This design comes from an exercise in tuning for a short achievable clock period and few clock cycles on the open sky130 flow, not from production work.
Function was checked by simulation only, so behaviour that the tests miss may differ from the original.
Power and IR drop assume default switching activity.

## nr_mcu
module nr_mcu(clk, enable, code_addr, code_din, emif_addr, emif_wr_n, emif_rd_n, emif_din, emif_dout);
Size: roughly 4400 cells after synthesis, about 160 I/O pins.
==> flow/config.mk <==
export PLATFORM = sky130hd
export DESIGN_NAME = nr_mcu
export DESIGN_NICKNAME = nr_mcu
export VERILOG_FILES = /design/flow/design.v
export SDC_FILE = /design/flow/constraint.sdc
export NUM_CORES = 4
export LEC_CHECK = 0
export ABC_CLOCK_PERIOD_IN_PS = 1500
export CAP_MARGIN = 20
export CORE_MARGIN = 2
export CORE_UTILIZATION = 35
export SETUP_SLACK_MARGIN = 4.4
export SLEW_MARGIN = 20
==> flow/constraint.sdc <==
create_clock -name core_clock -period 7.0 [get_ports {clk}]
set_input_delay 1.4000 -clock core_clock [delete_from_list [all_inputs] [get_ports {clk}]]
set_output_delay 1.4000 -clock core_clock [all_outputs]
set_load 0.01 [all_outputs]
run.sh (not shown) runs the stock make flow with config.mk's settings and CLKGATE_MAP_FILE= SYNTH_SCRIPT=/design/flow/synth_recipe.tcl, a recipe that flattens the netlist after the stock synthesis.
Testbench counts at the start, summed over its fixed seeds: cycles 59,440.
Then changed:
--- a/flow/design.v
+++ b/flow/design.v
@@ -45,21 +45,21 @@
    reg [31:0]       e_sel;
    reg [31:0]       e_opnd;
    reg [31:0]       R0;
    reg              r0p;              
    reg [31:0]       regs [0:31];
    reg              b_rd, b_wr;
    reg [3:0]        bc;
    reg              f_idle;           
    reg              f_free;           
    reg              f_rdd;            
-   reg [32:0]       dly;
+   reg [31:0]       dly;
    reg              dly0, dly1;       
    assign code_addr = pc_f;
    wire        dv   = d_v | sk_v;
    wire [39:0] dw   = sk_v ? sk_w : code_din;
    wire [15:0] dpc1 = sk_v ? sk_pc1 : d_pc1;
    wire [7:0]  op_d = dw[39:32];
    wire d_jmp  = (op_d == 8'h11);
    wire d_jeq  = (op_d == 8'h12);
    wire d_jne  = (op_d == 8'h13);
    wire d_call = (op_d == 8'h51);
@@ -80,21 +80,21 @@
    assign d_k[K_SHL4]   = (op_d == 8'h37);
    assign d_k[K_SHR4]   = (op_d == 8'h38);
    assign d_k[K_DELAY]  = (op_d == 8'h41);
    wire d_data = |d_k;
    wire d_ctl  = d_jmp | d_jcc | d_call | d_ret;
    wire r_alu   = r_k[K_ADD] | r_k[K_AND] | r_k[K_OR] | r_k[K_XOR] |
                   r_k[K_SHL] | r_k[K_SHR] | r_k[K_SHL4] | r_k[K_SHR4];
    wire r_acc   = r_k[K_READ] | r_k[K_WRITE];
    wire r_wr0   = r_k[K_READ] | r_k[K_IREAD] | r_k[K_SET] | r_alu;
    wire e_start = e_acw & f_free & dly1 & ~(e_k[K_WRITE] & r0p);
-   wire e_dlygo = e_k[K_DELAY] & dly0;
+   wire e_dlygo = e_k[K_DELAY] & f_idle & dly0;
    wire e_go    = e_start | e_rds | e_dlygo | (e_simp & ~(e_nr0 & r0p));
    wire e_free  = ~e_v | e_go;
    wire r_free  = ~r_v | e_free;
    wire e_kill  = e_k[K_SET] | e_k[K_IREAD];
    wire e_rdfin = e_rds | (e_start & e_k[K_READ]);
    wire e_wait  = e_acw | e_k[K_DELAY];
    wire r_start = r_k[K_READ] & ~r_started & f_free & dly1 & ~e_wait;
    wire r_wait  = (r_acc & ~r_started) | r_k[K_DELAY];
    wire d_start_ok = f_free & dly1 & ~r_wait & ~e_wait & ~halted;
    wire [31:0] a_x = R0 ^ e_opnd;
@@ -213,32 +213,32 @@
          e_rds <= r_k[K_READ] & r_st;
       end
       if (e_free) begin
          e_dat <= r_dat;
          e_datz <= r_datz;
          e_sel <= r_sel;
          e_opnd <= r_opnd;
       end
    end
    wire e_w = e_kill | (e_alu & ~r0p);
-   reg [31:0] e_res, e_oth;
+   reg [31:0] e_res;
    always @(*) begin
-      e_oth = ({32{e_k[K_SET]}}   & e_dat) |
+      e_res = ({32{e_k[K_SET]}}   & e_dat) |
               ({32{e_k[K_IREAD]}} & e_opnd) |
+              ({32{e_k[K_ADD]}}   & (R0 + e_opnd)) |
               ({32{e_k[K_AND]}}   & (R0 & e_opnd)) |
               ({32{e_k[K_OR]}}    & (R0 | e_opnd)) |
               ({32{e_k[K_XOR]}}   & (R0 ^ e_opnd)) |
               ({32{e_k[K_SHL]}}   & {R0[30:0], 1'b0}) |
               ({32{e_k[K_SHR]}}   & {1'b0, R0[31:1]}) |
               ({32{e_k[K_SHL4]}}  & {R0[27:0], 4'b0000}) |
               ({32{e_k[K_SHR4]}}  & {4'b0000, R0[31:4]});
-      e_res = e_k[K_ADD] ? (R0 + e_opnd) : e_oth;
    end
    always @(posedge clk) begin
       if (~enable)
          r0p <= 1'b0;
       else if (e_rdfin)
          r0p <= 1'b1;
       else if (f_rdd | e_kill)
          r0p <= 1'b0;
       if (e_w)
          R0 <= e_res;
@@ -247,35 +247,33 @@
    end
    always @(posedge clk) begin
       wb_v <= e_k[K_IWRITE] & ~r0p;
       wb_idx <= e_dat[4:0];
       wb_sel <= e_sel;
       wb_dat <= R0;
       for (i = 0; i < 32; i = i + 1)
          if (wb_v & wb_sel[i])
             regs[i] <= wb_dat;
    end
-   wire [3:0]  dly_rem = b_rd ? (4'd10 - bc) : b_wr ? (4'd6 - bc) : 4'd0;
-   wire [32:0] dly_ld  = {1'b0, e_dat} + {29'd0, dly_rem};
    always @(posedge clk) begin
       if (~enable) begin
-         dly <= 33'd0;
+         dly <= 32'd0;
          dly0 <= 1'b1;
          dly1 <= 1'b1;
       end else if (e_dlygo) begin
-         dly <= dly_ld;
-         dly0 <= e_datz & (dly_rem == 4'd0);
-         dly1 <= (dly_rem == 4'd0) ? (e_dat[31:1] == 31'd0) : ((dly_rem == 4'd1) & e_datz);
+         dly <= e_dat;
+         dly0 <= e_datz;
+         dly1 <= (e_dat[31:1] == 31'd0);
       end else if (~dly0) begin
-         dly <= dly - 33'd1;
+         dly <= dly - 32'd1;
          dly0 <= dly1;
-         dly1 <= (dly[32:2] == 31'd0) & ~(dly[1] & dly[0]);    
+         dly1 <= (dly[31:2] == 30'd0) & ~(dly[1] & dly[0]);    
       end
    end
    wire b_start = e_start | r_start | d_start;
    always @(posedge clk) begin
       if (~enable) begin
          b_rd <= 1'b0;
          b_wr <= 1'b0;
          emif_rd_n <= 1'b1;
          emif_wr_n <= 1'b1;
          f_idle <= 1'b1;
Effect: Routed wire length drops by about 5%; register-to-register slack barely changes; final cell count drops by 3.4%; fmax drops by 3.3%; critical path depth drops by 11; final area drops by about 3.6%; sequential cell count does not change; core utilization drops by 0.96 points; via count drops by 5.8%; combinational power stays flat; clock power drops by about 2%; count of clock-buffer cells in the layout climbs by 19; hold slack loses 0.059 ns.
Testbench counts after the change, summed over its fixed seeds: cycles 59,949.

-- re-timing with driven ports --
No port has a modelled driver above. Below, the same layouts with a new extraction and two added sets of constraints.
Step 1, drivers: a clkbuf_16 drives clk and a buf_2 each remaining input, both assumed.
Step 2, shift: input delay + t, output delay - t, t = (earliest + latest rising clock arrival at the registers) / 2. This alone moves slack from input paths to output paths.
Three values: ideal, step 1, step 2; two values: the first two.
| run | t, ns | setup slack, ns | hold slack, ns | worst setup path after step 2 | pins driven straight from the clock port |
|---|---|---|---|---|---|
| the first run | 0.885 | 3.937 / 3.894 / 3.220 | 0.327 / 0.327 / 0.327 | input to register | 1 |
| the second run | 0.867 | 3.833 / 3.756 / 3.099 | 0.268 / 0.268 / 0.268 | input to register | 1 |
After both steps every run listed still meets setup and hold. For the second run, which loses most, drivers alone change the setup slack by -0.077 ns; drivers and shift together by -0.734 ns.
